From an optimization exercise on the open Yosys and OpenROAD flow, aimed at small area; shortcuts taken in it are not production practice. In this exercise RTL edits were held to simulation tests only and were not proved equivalent to the original. Power and IR drop assume default switching activity.

$ cat flow/standard.sh
#!/bin/bash
# synth_recipe.tcl (not shown) runs the flow's synth.tcl, then flattens the netlist and writes it again
# the make line also repeats each setting of config.mk as NAME=value (left out here)
make -C /OpenROAD-flow-scripts/flow DESIGN_CONFIG=/design/flow/config.mk WORK_HOME=/design/flow/orfs CLKGATE_MAP_FILE= SYNTH_SCRIPT=/design/flow/synth_recipe.tcl "${@:-finish}"
$ cat flow/design.v
module simproc_system #(
    parameter CLK_BITS = 10
) (
    input  logic                        clk,
    input  logic                        rst,
    input  logic    [CLK_BITS - 1 : 0]  clk_per_bit,
    input  logic                        uart_rx,
    output logic                        uart_tx,
    output logic                        halt,
    output logic                        done
);
    logic [7:0] u;
    assign u = clk_per_bit[9:2];
    logic       rx_done;
    logic [7:0] rx_byte;
    logic [7:0] pc, ad, rdata, wdata;
    logic [5:0] raddr, waddr;
    logic       cpu_rd, cpu_mid, run, uart_we, pc_set_wr, mem_we;
    uart_rx_unit RX (
        .clk(clk), .rst(rst), .u(u), .uart_rx(uart_rx),
        .rx_done(rx_done), .rx_byte(rx_byte)
    );
    cmd_unit CMD (
        .clk(clk), .rst(rst), .u(u), .rx_done(rx_done), .rx_byte(rx_byte),
        .pc(pc), .cpu_rd(cpu_rd), .cpu_mid(cpu_mid), .rdata(rdata),
        .uart_tx(uart_tx), .run(run), .uart_we(uart_we), .pc_set_wr(pc_set_wr), .ad(ad)
    );
    cpu_unit CPU (
        .clk(clk), .rst(rst), .run(run), .uart_we(uart_we), .pc_set_wr(pc_set_wr),
        .ad(ad), .rdata(rdata), .rx_byte(rx_byte),
        .pc(pc), .cpu_rd(cpu_rd), .cpu_mid(cpu_mid), .halt(halt), .done(done),
        .raddr(raddr), .waddr(waddr), .wdata(wdata), .mem_we(mem_we)
    );
    mem_unit MEM (
        .clk(clk), .raddr(raddr), .waddr(waddr), .wdata(wdata), .we(mem_we),
        .rdata(rdata)
    );
endmodule
module uart_rx_unit (
    input  logic       clk,
    input  logic       rst,
    input  logic [7:0] u,
    input  logic       uart_rx,
    output logic       rx_done,
    output logic [7:0] rx_byte
);
    localparam logic [1:0] R_IDLE = 2'd0, R_START = 2'd1, R_RECV = 2'd2, R_DONE = 2'd3;
    logic       rx_meta, rx_in;
    logic [1:0] state;
    logic [9:0] cnt;             
    logic [8:0] sr;              
    logic       start, tick;
    assign start   = (state == R_START);
    assign tick    = start ? (cnt == 10'd2) : (cnt == 10'd1);
    assign rx_byte = sr[8:1];
    always_ff @(posedge clk) begin
        rx_meta <= uart_rx;
        rx_in   <= rx_meta;
    end
    always_ff @(posedge clk) begin
        if (rst) begin
            state   <= R_IDLE;
            rx_done <= 1'b0;
        end else begin
            rx_done <= 1'b0;
            case (state)
                R_IDLE:  if (!rx_in) state <= R_START;
                R_START: if (tick) state <= R_RECV;
                R_RECV:  if (tick && sr[0]) state <= R_DONE;
                default: if (tick) begin
                    state   <= R_IDLE;
                    rx_done <= 1'b1;
                end
            endcase
        end
    end
    always_ff @(posedge clk) begin
        if (state == R_IDLE || tick)
            cnt <= {u, 2'b00};
        else
            cnt <= cnt - {8'd0, start, !start};
        if (tick) begin
            if (start)
                sr <= 9'h100;
            else if (state == R_RECV && !sr[0])
                sr <= {rx_in, sr[8:1]};
        end
    end
endmodule
module cmd_unit (
    input  logic       clk,
    input  logic       rst,
    input  logic [7:0] u,
    input  logic       rx_done,
    input  logic [7:0] rx_byte,
    input  logic [7:0] pc,
    input  logic       cpu_rd,
    input  logic       cpu_mid,
    input  logic [7:0] rdata,
    output logic       uart_tx,
    output logic       run,
    output logic       uart_we,
    output logic       pc_set_wr,
    output logic [7:0] ad
);
    localparam logic [2:0] S_WCMD = 3'd0, S_WADDR = 3'd1, S_WDATA = 3'd2, S_EXEC = 3'd3,
                           S_RESP = 3'd4, S_XMIT = 3'd5, S_RESP2 = 3'd6, S_XFIN = 3'd7;
    localparam logic [3:0] K_NOP = 4'd0, K_READ = 4'd1, K_WRITE = 4'd2, K_PING = 4'd3,
                           K_RUN = 4'd4, K_HALT = 4'd5, K_STEP = 4'd6, K_SETPC = 4'd7,
                           K_GETPC = 4'd8;
    logic [2:0] cs;
    logic [3:0] ci;              
    logic       run_reg, step_pulse;
    logic [9:0] tx_cnt;
    logic       tx_tick;
    logic [3:0] rx_code;
    always_comb begin
        case (rx_byte)
            8'hA3:   rx_code = K_READ;
            8'h5C:   rx_code = K_WRITE;
            8'hF0:   rx_code = K_PING;
            8'h3F:   rx_code = K_RUN;
            8'hC7:   rx_code = K_HALT;
            8'h6D:   rx_code = K_STEP;
            8'h99:   rx_code = K_SETPC;
            8'hB2:   rx_code = K_GETPC;
            default: rx_code = K_NOP;
        endcase
    end
    assign tx_tick = (tx_cnt == 10'd1);
    logic exec, is_read, is_ping, is_getpc, is_resp;
    assign exec     = (cs == S_EXEC);
    assign is_read  = (ci == K_READ);
    assign is_ping  = (ci == K_PING);
    assign is_getpc = (ci == K_GETPC);
    assign is_resp  = is_read | is_ping | is_getpc;
    logic [7:0] resp_val;
    always_comb begin
        if (is_ping)       resp_val = 8'hAA;
        else if (is_getpc) resp_val = pc;
        else               resp_val = rdata;
    end
    logic       ad_en;
    logic [7:0] ad_d;
    assign ad_en = (cs == S_WADDR && rx_done)
                 || (exec && is_resp && !(is_read && cpu_rd))
                 || (cs == S_RESP && is_read && cpu_mid)
                 || (cs == S_XMIT && tx_tick && ci != 4'd0);
    assign ad_d  = (cs == S_WADDR) ? rx_byte : (cs == S_XMIT) ? {1'b1, ad[7:1]} : resp_val;
    always_ff @(posedge clk) begin
        if (rst) begin
            cs         <= S_WCMD;
            run_reg    <= 1'b0;
            step_pulse <= 1'b0;
        end else begin
            step_pulse <= exec && ci == K_STEP;
            if (exec && ci == K_RUN)  run_reg <= 1'b1;
            if (exec && ci == K_HALT) run_reg <= 1'b0;
            case (cs)
                S_WCMD:  if (rx_done) cs <= S_WADDR;
                S_WADDR: if (rx_done) cs <= S_WDATA;
                S_WDATA: if (rx_done) cs <= S_EXEC;
                S_EXEC:  cs <= is_resp ? S_RESP : S_WCMD;
                S_RESP:  cs <= S_RESP2;
                S_RESP2: cs <= S_XMIT;
                S_XMIT:  if (tx_tick && ci == 4'd9) cs <= S_XFIN;
                default: cs <= S_WCMD;
            endcase
        end
    end
    always_ff @(posedge clk) begin
        case (cs)
            S_WCMD:  if (rx_done) ci <= rx_code;
            S_RESP:  ci <= 4'd0;
            S_XMIT:  if (tx_tick) ci <= ci + 4'd1;
            default: ;
        endcase
        if (ad_en) ad <= ad_d;
        if (cs == S_RESP2 || tx_tick)
            tx_cnt <= {u, 2'b00};
        else
            tx_cnt <= tx_cnt - 10'd1;
    end
    assign uart_tx   = (cs != S_XMIT) || (ci != 4'd0 && ad[0]);
    assign run       = step_pulse | run_reg;
    assign uart_we   = exec && ci == K_WRITE;
    assign pc_set_wr = exec && ci == K_SETPC;
endmodule
module cpu_unit (
    input  logic       clk,
    input  logic       rst,
    input  logic       run,
    input  logic       uart_we,
    input  logic       pc_set_wr,
    input  logic [7:0] ad,
    input  logic [7:0] rdata,
    input  logic [7:0] rx_byte,
    output logic [7:0] pc,
    output logic       cpu_rd,
    output logic       cpu_mid,
    output logic       halt,
    output logic       done,
    output logic [5:0] raddr,
    output logic [5:0] waddr,
    output logic [7:0] wdata,
    output logic       mem_we
);
    localparam logic [2:0] C_IDLE = 3'd0, C_1 = 3'd1, C_2 = 3'd2, C_3 = 3'd3,
                           C_4 = 3'd4, C_5 = 3'd5;
    logic [2:0] st;
    logic [7:0] ir;
    logic       nf, zf;
    logic [7:0] rf [0:3];
    logic       pend;            
    logic [3:0] op;
    assign op = ir[3:0];
    logic op_add, op_sub, op_nand, op_arith, op_shift, op_load, op_store, op_br, op_ori;
    assign op_add   = (op == 4'b0100);
    assign op_sub   = (op == 4'b0110);
    assign op_nand  = (op == 4'b1000);
    assign op_arith = op_add | op_sub | op_nand;
    assign op_shift = (op[2:0] == 3'b011);
    assign op_load  = (op == 4'b0000);
    assign op_store = (op == 4'b0010);
    assign op_br    = (op == 4'b1001) || (op == 4'b0101) || (op == 4'b1010) || (op == 4'b0001);
    assign op_ori   = (op[2:0] == 3'b111);
    logic [1:0] ra;
    logic [7:0] a, b;
    assign ra = op_ori ? 2'b00 : ir[7:6];
    rf_read RR (.r0(rf[0]), .r1(rf[1]), .r2(rf[2]), .r3(rf[3]), .ra(ra), .rb(ir[5:4]), .a(a), .b(b));
    logic [7:0] alu, pc_sum;
    alu_unit ALU (
        .a(a), .b(b), .ir(ir), .rdata(rdata), .op_add(op_add), .op_sub(op_sub),
        .op_nand(op_nand), .op_shift(op_shift), .op_load(op_load), .op_ori(op_ori),
        .op_br(op_br), .in_c1(in_c1), .pc(pc), .sum(pc_sum), .alu(alu)
    );
    logic taken;
    always_comb begin
        case (op)
            4'b1001: taken = !zf;
            4'b0101: taken = !nf;
            4'b1010: taken = zf;
            default: taken = 1'b1;
        endcase
    end
    logic in_c1, in_c3;
    assign in_c1  = (st == C_1);
    assign in_c3  = (st == C_3);
    assign cpu_rd = in_c1 || (in_c3 && op_load);
    assign cpu_mid = (st == C_2) || (st == C_4 && op_load);
    always_comb begin
        case (st)
            C_3:     done = op_store || op_br;
            C_4:     done = !op_ori;
            C_5:     done = 1'b1;
            default: done = 1'b0;
        endcase
    end
    assign halt = (st == C_IDLE);
    logic cpu_we;
    assign cpu_we = in_c3 && op_store;
    logic [7:0] ir_d;
    mem_ports MP (
        .in_c1(in_c1), .ld(in_c3 && op_load), .cpu_we(cpu_we), .pend(pend),
        .pc(pc), .b(b), .a(a), .ad(ad), .rx_byte(rx_byte), .rdata(rdata),
        .raddr(raddr), .waddr(waddr), .wdata(wdata), .ir_d(ir_d)
    );
    assign mem_we = cpu_we || uart_we || pend;
    always_ff @(posedge clk) begin
        pend <= cpu_we && uart_we;
    end
    always_ff @(posedge clk) begin
        if (rst) begin
            st <= C_IDLE;
        end else begin
            case (st)
                C_IDLE:  if (run) st <= C_1;
                C_1:     st <= C_2;
                C_2:     st <= C_3;
                C_3:     begin
                    if (op_arith || op_shift || op_load || op_ori) st <= C_4;
                    else if (op_store || op_br) st <= run ? C_1 : C_IDLE;
                    else st <= C_IDLE;
                end
                C_4:     st <= op_ori ? C_5 : (run ? C_1 : C_IDLE);
                C_5:     st <= run ? C_1 : C_IDLE;
                default: st <= C_IDLE;
            endcase
        end
    end
    always_ff @(posedge clk) begin
        if (in_c1) ir <= ir_d;
    end
    logic       pc_en;
    logic [7:0] pc_d;
    assign pc_en = rst || in_c1 || (in_c3 && op_br && taken) || (halt && pc_set_wr);
    assign pc_d  = {8{!rst}} & (halt ? ad : pc_sum);
    always_ff @(posedge clk) begin
        if (pc_en) pc <= pc_d;
    end
    logic rf_we, fl_we;
    assign rf_we = in_c3 && (op_arith || op_shift || op_load || op_ori);
    assign fl_we = in_c3 && (op_arith || op_shift || op_ori);
    logic [7:0] rf_d;
    assign rf_d = {8{!rst}} & alu;
    always_ff @(posedge clk) begin
        if (rst || fl_we) begin
            nf <= rf_d[7];
            zf <= !rst && (alu == 8'h00);
        end
    end
    genvar w;
    generate
        for (w = 0; w < 4; w++) begin : g_rf
            always_ff @(posedge clk) begin
                if (rst || (rf_we && ra == w)) rf[w] <= rf_d;
            end
        end
    endgenerate
endmodule
module mem_unit (
    input  logic       clk,
    input  logic [5:0] raddr,
    input  logic [5:0] waddr,
    input  logic [7:0] wdata,
    input  logic       we,
    output logic [7:0] rdata
);
    logic [7:0] mem [0:63];
    logic [7:0] wlo, whi;
    logic [7:0] rlo, rhi;
    always_comb begin
        for (int i = 0; i < 8; i++) begin
            wlo[i] = we && waddr[2:0] == i;
            whi[i] = waddr[5:3] == i;
            rlo[i] = raddr[2:0] == i;
            rhi[i] = raddr[5:3] == i;
        end
    end
    genvar wi;
    generate
        for (wi = 0; wi < 64; wi++) begin : g_word
            always_ff @(posedge clk) begin
                if (wlo[wi % 8] && whi[wi / 8]) mem[wi] <= wdata;
            end
        end
    endgenerate
    logic [63:0] sel;
    always_comb begin
        for (int i = 0; i < 64; i++) sel[i] = rlo[i % 8] & rhi[i / 8];
    end
    genvar bi, k;
    generate
        for (bi = 0; bi < 8; bi++) begin : g_bit
            logic [21:0] part;
            for (k = 0; k < 21; k++) begin : g_slice
                ao222_slice S (
                    .s(sel[3 * k + 2 : 3 * k]),
                    .d({mem[3 * k + 2][bi], mem[3 * k + 1][bi], mem[3 * k][bi]}),
                    .y(part[k])
                );
            end
            assign part[21] = ~(sel[63] & mem[63][bi]);
            assign rdata[bi] = ~&part;
        end
    endgenerate
endmodule
module ao222_slice (
    input  logic [2:0] s,
    input  logic [2:0] d,
    output logic       y
);
    assign y = ~|(s & d);
endmodule
module rf_read (
    input  logic [7:0] r0, r1, r2, r3,
    input  logic [1:0] ra, rb,
    output logic [7:0] a, b
);
    always_comb begin
        case (ra)
            2'd0:    a = r0;
            2'd1:    a = r1;
            2'd2:    a = r2;
            default: a = r3;
        endcase
        case (rb)
            2'd0:    b = r0;
            2'd1:    b = r1;
            2'd2:    b = r2;
            default: b = r3;
        endcase
    end
endmodule
module mem_ports (
    input  logic       in_c1, ld, cpu_we, pend,
    input  logic [7:0] pc, b, a, ad, rx_byte, rdata,
    output logic [5:0] raddr, waddr,
    output logic [7:0] wdata, ir_d
);
    assign raddr = in_c1 ? pc[5:0] : ld ? b[5:0] : ad[5:0];
    assign waddr = cpu_we ? b[5:0] : ad[5:0];
    assign wdata = cpu_we ? a : rx_byte;
    assign ir_d  = (pend && pc[5:0] == ad[5:0]) ? rx_byte : rdata;
endmodule
module alu_unit (
    input  logic [7:0] a, b, ir, rdata,
    input  logic       op_add, op_sub, op_nand, op_shift, op_load, op_ori,
    input  logic       op_br, in_c1,
    input  logic [7:0] pc,
    output logic [7:0] sum,
    output logic [7:0] alu
);
    logic [8:0] c;
    logic [7:0] aa, bb;
    assign aa = (in_c1 || op_br) ? pc : a;
    assign bb = in_c1 ? 8'd0 : op_br ? {{4{ir[7]}}, ir[7:4]} : b ^ {8{op_sub}};
    always_comb begin
        c[0] = in_c1 | op_sub;
        for (int i = 0; i < 8; i++) begin
            sum[i]   = aa[i] ^ bb[i] ^ c[i];
            c[i + 1] = (aa[i] & bb[i]) | (c[i] & (aa[i] ^ bb[i]));
        end
    end
    logic [6:0] sh;              
    logic       pass_a;
    always_comb begin
        sh = 7'd0;
        if (op_shift) begin
            if (ir[5]) sh[3 - ir[4:3]] = 1'b1;      
            else       sh[3 + ir[4:3]] = 1'b1;      
        end
    end
    assign pass_a = sh[3] | op_ori;
    always_comb begin
        for (int i = 0; i < 8; i++) begin
            alu[i] = (op_add | op_sub) & sum[i]
                   | op_nand & ~(a[i] & b[i])
                   | op_load & rdata[i]
                   | pass_a & a[i]
                   | (i < 5 ? op_ori & ir[(i + 3) % 8] : 1'b0);
            for (int k = 0; k < 7; k++)
                if (k != 3 && i + k - 3 >= 0 && i + k - 3 < 8)
                    alu[i] = alu[i] | sh[k] & a[(i + k + 5) % 8];
        end
    end
endmodule
`default_nettype none
module tt_um_ieeeuoftasic_simproc (
    input  wire [7:0] ui_in,     
    output wire [7:0] uo_out,    
    input  wire [7:0] uio_in,    
    output wire [7:0] uio_out,   
    output wire [7:0] uio_oe,    
    input  wire       ena,       
    input  wire       clk,       
    input  wire       rst_n      
);
  wire rst;
  wire [9:0] clk_per_bit;
  assign clk_per_bit = {uio_in[7:0], 2'b00};  
  assign rst = ~rst_n;
  assign uio_oe = 8'b0000_0000;  
  assign uio_out = 8'b0000_0000;  
  assign uo_out[7:3] = 5'b0_0000;  
  simproc_system #(
     .CLK_BITS(10)
  ) U1 (
      .clk(clk),
      .rst(rst),
      .clk_per_bit(clk_per_bit),
      .uart_rx(ui_in[0]),
      .uart_tx(uo_out[0]),
      .halt(uo_out[1]),
      .done(uo_out[2])
  );
  wire _unused = &{ui_in[7:1], ena, 1'b0};
endmodule
$ cat flow/config.mk
export PLATFORM = sky130hd
export DESIGN_NAME = tt_um_ieeeuoftasic_simproc
export DESIGN_NICKNAME = tt_um_ieeeuoftasic_simproc
export VERILOG_FILES = /design/flow/design.v
export SDC_FILE = /design/flow/constraint.sdc
export NUM_CORES = 4
export LEC_CHECK = 0
export CAP_MARGIN = 20
export CORE_MARGIN = 2
export CORE_UTILIZATION = 65
export CTS_BUF_LIST = sky130_fd_sc_hd__clkbuf_8
export CTS_CLUSTER_DIAMETER = 50
export CTS_CLUSTER_SIZE = 16
export PLACE_DENSITY = 0.85
export SLEW_MARGIN = 20
export SYNTH_HIERARCHICAL = 1
$ cat flow/flow/run.sh
#!/bin/bash
set -euo pipefail
work=$(pwd)
here=$(cd "$(dirname "${BASH_SOURCE[0]}")" && pwd)

# The standard flow's synthesis script with the ABC mapping script swapped
{
  echo 'proc abc {args} {'
  echo '  set i [lsearch -exact $args -script]'
  echo '  if {$i >= 0} { lset args [expr {$i + 1}] $::env(AREA_ABC_SCRIPT) }'
  echo '  yosys abc {*}$args'
  echo '}'
  cat "$work/synth_recipe.tcl"
} > "$work/synth_area.tcl"

cts="-sink_clustering_enable -repair_clock_nets -sink_clustering_size 18"
cts="$cts -sink_clustering_max_diameter 70 -buf_list sky130_fd_sc_hd__clkbuf_8"
cts="$cts -dont_use_dummy_load"

bash "$work/standard.sh" \
  "SYNTH_SCRIPT=$work/synth_area.tcl" \
  "AREA_ABC_SCRIPT=$here/abc_area.script" \
  "CTS_ARGS=$cts" \
  "BUFFER_PORTS_ARGS=-buffer_cell sky130_fd_sc_hd__buf_1" \
  finish > "$work/standard.log" 2>&1
$ cat flow/flow/abc_area.script
strash
&get -n
&fraig -x
&put
scorr
dc2
strash
&get -n
&dch -f
&nf -R 1000 -p
&put
$ cat flow/constraint.sdc
create_clock -name core_clock -period 20.0 [get_ports {clk}]
set_input_delay 4.0000 -clock core_clock [delete_from_list [all_inputs] [get_ports {clk}]]
set_output_delay 4.0000 -clock core_clock [all_outputs]
set_load 0.01 [all_outputs]
==> results of run 1 <==
-- per-module statistics from Yosys, one instance, submodules excluded, excerpt --
module / area, um^2 / cells / flops+latches / copies in the design
uart_rx_unit: 1100 / 106 / 24 / 1
tt_um_ieeeuoftasic_simproc: 165 / 23 / 0 / 1
alu_unit: 863 / 116 / 0 / 1
mem_ports: 425 / 52 / 0 / 1
mem_unit: 16500 / 759 / 512 / 1
cpu_unit: 2080 / 154 / 54 / 1
ao222_slice: 10.0 / 1 / 0 / 168
rf_read: 325 / 56 / 0 / 1
cmd_unit: 1630 / 194 / 27 / 1
-- how the worst max path moves through the flow --
stage / slack [ns] / cells past startpoint / to
final: 12.72 / 17 / U1.CPU.zf
after global routing: 12.63 / 17 / U1.CPU.zf
after CTS: 13.14 / 17 / U1.CPU.zf
after detailed placement: 13.18 / 17 / U1.CPU.zf
after global placement: 13.30 / 17 / U1.CPU.zf
after floorplan: 13.24 / 5 / uo_out[2]
-- final cells by class --
cell class | count | area (um^2) | share of cell area
Sequential cell | 617 | 18200 | 0.700
Multi-Input combinational cell | 974 | 6360 | 0.245
Tap cell | 511 | 639 | 0.0246
Clock buffer | 40 | 551 | 0.0212
Timing Repair Buffer | 26 | 146 | 0.00563
Inverter | 28 | 105 | 0.00404
-- stage by stage --
step           power, mW  instance area, um^2
4_1_cts             2.26                26000
5_1_grt             2.34                26000
3_3_place_gp        1.74                25400
3_5_place_dp        1.75                25400
2_1_floorplan       1.67                24900
6_report            2.27                26000
-- power breakdown --
group          leakage (nW)  total [mW]  internal [mW]  switching, mW
logic                  2.13       0.266         0.0968          0.170
clock network         0.288       0.542          0.181          0.361
registers              5.58        1.46           1.43         0.0304
total                  7.99        2.27           1.71          0.561
-- layer usage --
layer | track usage | up-vias | share of wire
met2 | 0.484 | 1148 | 0.48
met3 | 0.0638 | 178 | 0.13
met1 | 0.401 | 7594 | 0.35
li1 | - | 6787 | -
met5 | 0 | - | 0
met4 | 0.120 | 0 | 0.042
-- cells by family after synthesis --
kind of cell | Yosys count
multiplexers | 36
flip-flops | 617
other | 1
adder cells (fa/ha/maj) | 21
AO/OA/AOI/OAI | 330
buffers and inverters | 57
XOR/XNOR | 29
AND/OR/NAND/NOR | 537
-- layout by cell type, fill, tap and decap left out, types with 13 or more instances in the layout --
master,n
nor2b_1,38
a21oi_1,42
nor2_1,221
mux2i_1,16
nor3_1,14
edfxtp_1,583
buf_4,13
xnor2_1,13
conb_1,21
clkbuf_8,40
nand4_1,37
dfxtp_1,34
xor2_1,16
o21ai_0,41
a222oi_1,196
buf_1,13
clkinv_1,28
nand3_1,35
nand2_1,110
ha_1,13
nand3b_1,13
-- critical path, cell delays in order, from the launching register on --
cell and delay (ns):
edfxtp_1 0.59, or4_1 0.64, nor2_1 0.68, mux2i_1 0.16
o21ai_0 0.59, nand3b_1 0.73, nor2_1 0.34, a222oi_1 0.58
nand4_1 0.27, nor4_1 0.81, nand3_1 0.38, a222oi_1 0.39
o21ai_0 0.15, a21oi_1 0.17, nand3_1 0.11, nor4_1 0.19
nand2_1 0.11, nor3_1 0.20
==> impl_metrics.csv, run 1 <==
group,metric,value,unit
synth,synthFlopType,"edfxtp_1",
power,p_leak,7.99,nW
setup_path,worstPathArrival,7.70,ns
timing,rsz0062_at_grt,"false",
cts,post_cts_resize_count,0,
grt,antenna_found_initial,0,
cts,clock-sinks,617,
timing,final.period_utilization,0.364,
run_status,status,"finished clean",
synth,synth.most_common_cell,"edfxtp_1",
timing,finClkSkew,0.0619,ns
cts,clock_path_buffers,3,
setup_path,reg2reg_depth,17,
cts,hold_buffers,0,
timing,min_period,7.28,ns
die,coreArea,0.0376,mm^2
worst_hold_path,hold_end,"U1.RX.rx_in",
synth,yosysTopAreaCellShare,0.706,
worst_hold_path,min_path_type,"reg -> reg",
cts,post_cts_buffers,0,
setup_path,cp-startpoint,"U1.CPU.ir[3]",
worst_hold_path,hp-start,"U1.RX.rx_meta",
route,num_vias,15707,
placed_design,hpwl,37800,um
route,vias_per_cell,7.15,
final_layout,layout.nets,1727,
route,drc,0,
setup_path,worstSetupPathType,"reg -> reg",
grt,grt_pass1_vias,14793,
synth,async_reset_ff_frac,0,
die,fp-row-count,71,
final_layout,fin_cells,2196,
cts,cts_root_buf,"clkbuf_8",
route,detail_route.wl_per_cell,26.7,um
grt,grt_max_degree,65,
synth,ys_types,47,
timing,maxSlewViolCount,0,
setup_path,r2r-start,"U1.CPU.ir[3]",
synth,synth_xor_area_frac,0.0102,
setup_path,rrSetupSlack,12.72,ns
synth,yosysSeqAreaShare,0.734,
synth,synth_top_family_by_area,"compound AO/OA/AOI/OAI gates",
grt,grt_pass1_wl,87300,um
die,fp.dieH,199,um
synth,ys_warn_count,15,
timing,finalSetupViolations,0,
job,cap_violations,0,
power,powerDensity,87.4,mW/mm^2
route,drt_iter0_drc,2884,
setup_path,start_kind,"flop",
placed_design,pre_cts_slack,13.18,ns
synth,yosysTopAreaCell,"edfxtp_1",
synth,netlist_top_cells_area,"edfxtp_1 71%, a222oi_1 7.9%, nor2_1 3.3%",
die,num_io_pins,43,
synth,synth_edf_count,583,
route,first_pass_iters,7,
cts,numCtsBuffers,40,
setup_path,endpoint_kind,"flop",
synth,synthTopCellsByCount,"583 x edfxtp_1, 221 x nor2_1, 196 x a222oi_1",
synth,synth_seq_cells,617,
final_layout,largest_register_ffs,512,
power,vdd_drop_max,0.0000888,V
grt,overflow,0,
worst_hold_path,whs_path_depth,0,
route,ant_nets,0,
timing,tightest_slew,1.01,ns
timing,tns,0,ns
timing,max_freq,0.137,GHz
final_layout,top_register,"U1.MEM.mem",
timing,slew_headroom,0.326,
synth,synthAdderAreaFrac,0.0130,
placed_design,place.gp.congestion,0.926,
timing,hold_ws,0.337,ns
final_layout,fill_cells,2420,
setup_path,r2r_end,"U1.CPU.zf",
synth,synth-compound-area-share,0.111,
timing,hold_violations,0,
setup_path,crit_required,20.42,ns
synth,synth.avg_cell_area,15.2,um^2
synth,syn_inst,1628,
synth,synth_area,0.0248,mm^2
cts,cts_tree,"yes",
timing,fin_ws,12.72,ns
placed_design,io_buffer_count,13,
final_layout,top_regs,"U1.MEM.mem x512, U1.CPU.rf x32",
route,drt-total-wl,58600,um
final_layout,diodes,0,
grt,gr-usage-all-layers,0.299,
cts,insertion_delay,0.66,ns
placed_design,post-place-cells,2156,
final_layout,postLayoutCoreUtil,0.692,
die,start_util,0.659,
die,die_w,199,um
cts,cts_max_level,2,
die,die-area,0.0397,mm^2
synth,synth_simple_gate_area_frac,0.103,
final_layout,syn_to_final_growth,4.89,%
synth,synthMuxAreaShare,0.0156,
setup_path,cp_max_fo,12,
final_layout,drive_above_1_share,0.0374,
cts,clkSlewWorstSetupHoldPaths,0.11,ns
==> run 2, diff against run 1 <==
--- a/flow/config.mk
+++ b/flow/config.mk
@@ -12,5 +12,4 @@
 export CTS_CLUSTER_DIAMETER = 50
 export CTS_CLUSTER_SIZE = 16
-export PLACE_DENSITY = 0.85
 export SLEW_MARGIN = 20
 export SYNTH_HIERARCHICAL = 1
==> run 2 against run 1 <==
Against the previous run:
- highest routed layer unchanged
- clock-buffer cell count is 1 higher
- final cell count is 0.27% higher
- still clean
- synthesized cell count stayed put
- wire length is 3.0% higher
- largest cell class unchanged
- register-to-register slack better by 0.23 ns
- worst hold slack better by 0.035 ns
==> impl_metrics.csv, run 2 <==
group,metric,value,unit
cts,clkSlewWorstSetupHoldPaths,0.11,ns
placed_design,io_buffer_count,13,
setup_path,crit_required,20.44,ns
final_layout,fill_cells,2593,
worst_hold_path,min_path_type,"reg -> reg",
setup_path,path_delay_family,"simple AND/OR/NAND/NOR gates",
synth,async_reset_ff_frac,0,
synth,synthTopCellsByCount,"583 x edfxtp_1, 221 x nor2_1, 196 x a222oi_1",
cts,cts_tree,"yes",
cts,post_cts_buffers,0,
die,die-area,0.0397,mm^2
synth,synthFlopType,"edfxtp_1",
cts,hold_buffers,0,
final_layout,regArea,0.0182,mm^2
die,fp-row-count,71,
synth,synth.most_common_cell,"edfxtp_1",
cts,post_cts_resize_count,0,
timing,finalSetupViolations,0,
timing,final.period_utilization,0.353,
setup_path,cp_cell_sequence,"or4_1 -> nor2_1 -> mux2i_1 -> o21ai_0 -> nand3b_1 -> nor2_1 -> a222oi_1 -> nand4_1 -> nor4_1 -> nand3_1 -> a22oi_1 -> o21ai_0 -> a221oi_1 -> nand3_1 -> nor4_1 -> nand2_1 -> nor3_1",
synth,synth_seq_cells,617,
die,start_util,0.659,
timing,tightest_slew,1.04,ns
synth,netlist_top_cells_area,"edfxtp_1 71%, a222oi_1 7.9%, nor2_1 3.3%",
synth,ys_warn_count,15,
timing,rsz0062_at_grt,"false",
grt,gr-usage-all-layers,0.310,
route,vias_per_cell,7.03,
timing,max_freq,0.142,GHz
final_layout,layout_commonest_cell,"edfxtp_1",
final_layout,syn_to_final_growth,5.07,%
timing,finClkSkew,0.0590,ns
route,num_vias,15483,
final_layout,diodes,0,
synth,yosysSeqAreaShare,0.734,
timing,min_period,7.05,ns
synth,synth_area,0.0248,mm^2
synth,yosysTopAreaCellShare,0.706,
placed_design,place.gp.congestion,0.870,
power,powerDensity,87.6,mW/mm^2
die,num_io_pins,43,
cts,insertion_delay,0.65,ns
grt,antenna_found_initial,0,
cts,clock-sinks,617,
route,drt-total-wl,60400,um
final_layout,drive_above_1_share,0.0408,
setup_path,endpoint_kind,"flop",
synth,ys_types,47,
final_layout,multi_input_area,0.00636,mm^2
die,die_w,199,um
cts,clock_path_buffers,3,
synth,syn_inst,1628,
final_layout,largest_register_ffs,512,
setup_path,worstPathArrival,7.49,ns
timing,maxSlewViolCount,0,
setup_path,critPathBufInv,0,
power,p_leak,8.01,nW
synth,synth_edf_count,583,
placed_design,hpwl,38400,um
route,drt_iter0_drc,2254,
final_layout,top_regs,"U1.MEM.mem x512, U1.CPU.rf x32",
power,vdd_drop_max,0.0000706,V
route,drc,0,
synth,yosysTopAreaCell,"edfxtp_1",
setup_path,worstSetupPathType,"reg -> reg",
route,detail_route.wl_per_cell,27.4,um
timing,hold_violations,0,
power,total_power,2.28,mW
final_layout,layout.nets,1733,
route,ant_nets,0,
grt,grt_max_degree,65,
final_layout,top_register,"U1.MEM.mem",
setup_path,start_kind,"flop",
cts,numCtsBuffers,41,
die,fp.dieH,199,um
die,coreArea,0.0376,mm^2
setup_path,critPathSlowestCell,"nand3b_1",
setup_path,critical_path.max_stage_delay,0.69,ns
grt,grt_pass1_vias,14512,
job,cap_violations,0,
final_layout,layout_common_cells,"583 x edfxtp_1, 221 x nor2_1, 196 x a222oi_1",
grt,grt_pass1_wl,89100,um
cts,cts_root_buf,"clkbuf_8",
run_status,status,"finished clean",
route,first_pass_iters,8,
grt,overflow,0,
timing,tns,0,ns
cts,cts_max_level,2,
synth,synth.avg_cell_area,15.2,um^2
setup_path,cp_max_fo,12,
timing,slew_headroom,0.302,
-- run 2: cell counts after synthesis --
No cell type changed its count.
-- run 2: area by class of cell --
type,count,share of cell area
multi-input cells,974,0.244
well taps,511,0.0246
inverters,28,0.00404
repair buffers,31,0.00706
clock buffers,41,0.0217
flip-flops and latches,617,0.699
-- run 2: worst register-to-register path: stages (launching register included) --
cell      delay [ns]
edfxtp_1        0.58
or4_1           0.64
nor2_1          0.64
mux2i_1         0.15
o21ai_0         0.60
nand3b_1        0.69
nor2_1          0.33
a222oi_1        0.66
nand4_1         0.40
nor4_1          0.49
nand3_1         0.37
a22oi_1         0.27
o21ai_0         0.14
a221oi_1        0.23
nand3_1         0.13
nor4_1          0.24
nand2_1         0.10
nor3_1          0.21
-- run 2: logic make-up after synthesis --
group / after synthesis / synth area share
AND/OR/NAND/NOR: 537 / 0.103
buffers and inverters: 57 / 0.0130
other: 1 / 0.000151
XOR/XNOR: 29 / 0.0102
adder cells (fa/ha/maj): 21 / 0.0130
AO/OA/AOI/OAI: 330 / 0.111
flip-flops: 617 / 0.734
multiplexers: 36 / 0.0156
-- run 2: modules after synthesis (local to each module, per instance), excerpt --
module                      times used  area (um^2)  flops+latches  cells
tt_um_ieeeuoftasic_simproc           1          165              0     23
ao222_slice                        168         10.0              0      1
alu_unit                             1          863              0    116
cmd_unit                             1         1630             27    194
cpu_unit                             1         2080             54    154
mem_unit                             1        16500            512    759
rf_read                              1          325              0     56
mem_ports                            1          425              0     52
uart_rx_unit                         1         1100             24    106
-- run 2: final timing paths --
kind / from / end / slack [ns] / cells past startpoint
max: U1.CPU.ir[3] / U1.CPU.zf / 12.95 / 17
min: U1.RX.rx_meta / U1.RX.rx_in / 0.37 / 0
max reg2reg: U1.CPU.ir[3] / U1.CPU.zf / 12.95 / 17
min reg2reg: U1.RX.rx_meta / U1.RX.rx_in / 0.37 / 0
-- run 2: power by group --
group	total [mW]	leakage (nW)	internal, mW	switching (mW)
registers	1.46	5.58	1.43	0.0296
logic	0.268	2.14	0.0978	0.170
clock network	0.549	0.295	0.185	0.364
-- run 2: layer usage --
layer,GRT usage,vias up,part of all wire
met5,0,-,0
met4,0.104,0,0.032
met3,0.0609,127,0.11
met2,0.478,867,0.47
met1,0.450,7700,0.39
li1,-,6789,-
-- run 2: stage by stage --
| step | hold slack, ns | instance area (um^2) | utilization | instances | worst slack, ns |
|---|---|---|---|---|---|
| 2_1_floorplan | 0.310 | 24900 | - | 1648 | 13.24 |
| 3_5_place_dp | 0.361 | 25500 | 0.678 | 2161 | 13.12 |
| 6_report | 0.371 | 26000 | 0.693 | 2202 | 12.95 |
| 5_1_grt | 0.378 | 26000 | 0.693 | 2202 | 12.60 |
| 4_1_cts | 0.375 | 26000 | 0.693 | 2202 | 13.05 |
| 3_3_place_gp | 0.364 | 25500 | 0.678 | 2161 | 13.19 |

## static timing again, ports no longer ideal
The results above use ideal ports. As a check the final layouts listed here were re-extracted and re-timed, cells and wires unchanged.
Step 1, drivers: a clkbuf_16 drives clk and a buf_2 each remaining input, both assumed.
Step 2 also shifts input and output timing later by t, the mid clock arrival at the registers, as if the neighbouring blocks saw the same clock.
a / b / c = ideal ports / drivers / drivers and shift; a / b = the first two.
run | t (ns) | setup slack, ns | hold slack, ns
run 1 | 0.674 | 12.718 / 12.718 / 12.718 | 0.337 / 0.337 / 0.337
run 2 | 0.676 | 12.947 / 12.947 / 12.947 | 0.371 / 0.371 / 0.371
After both steps setup and hold are still met in every run listed.
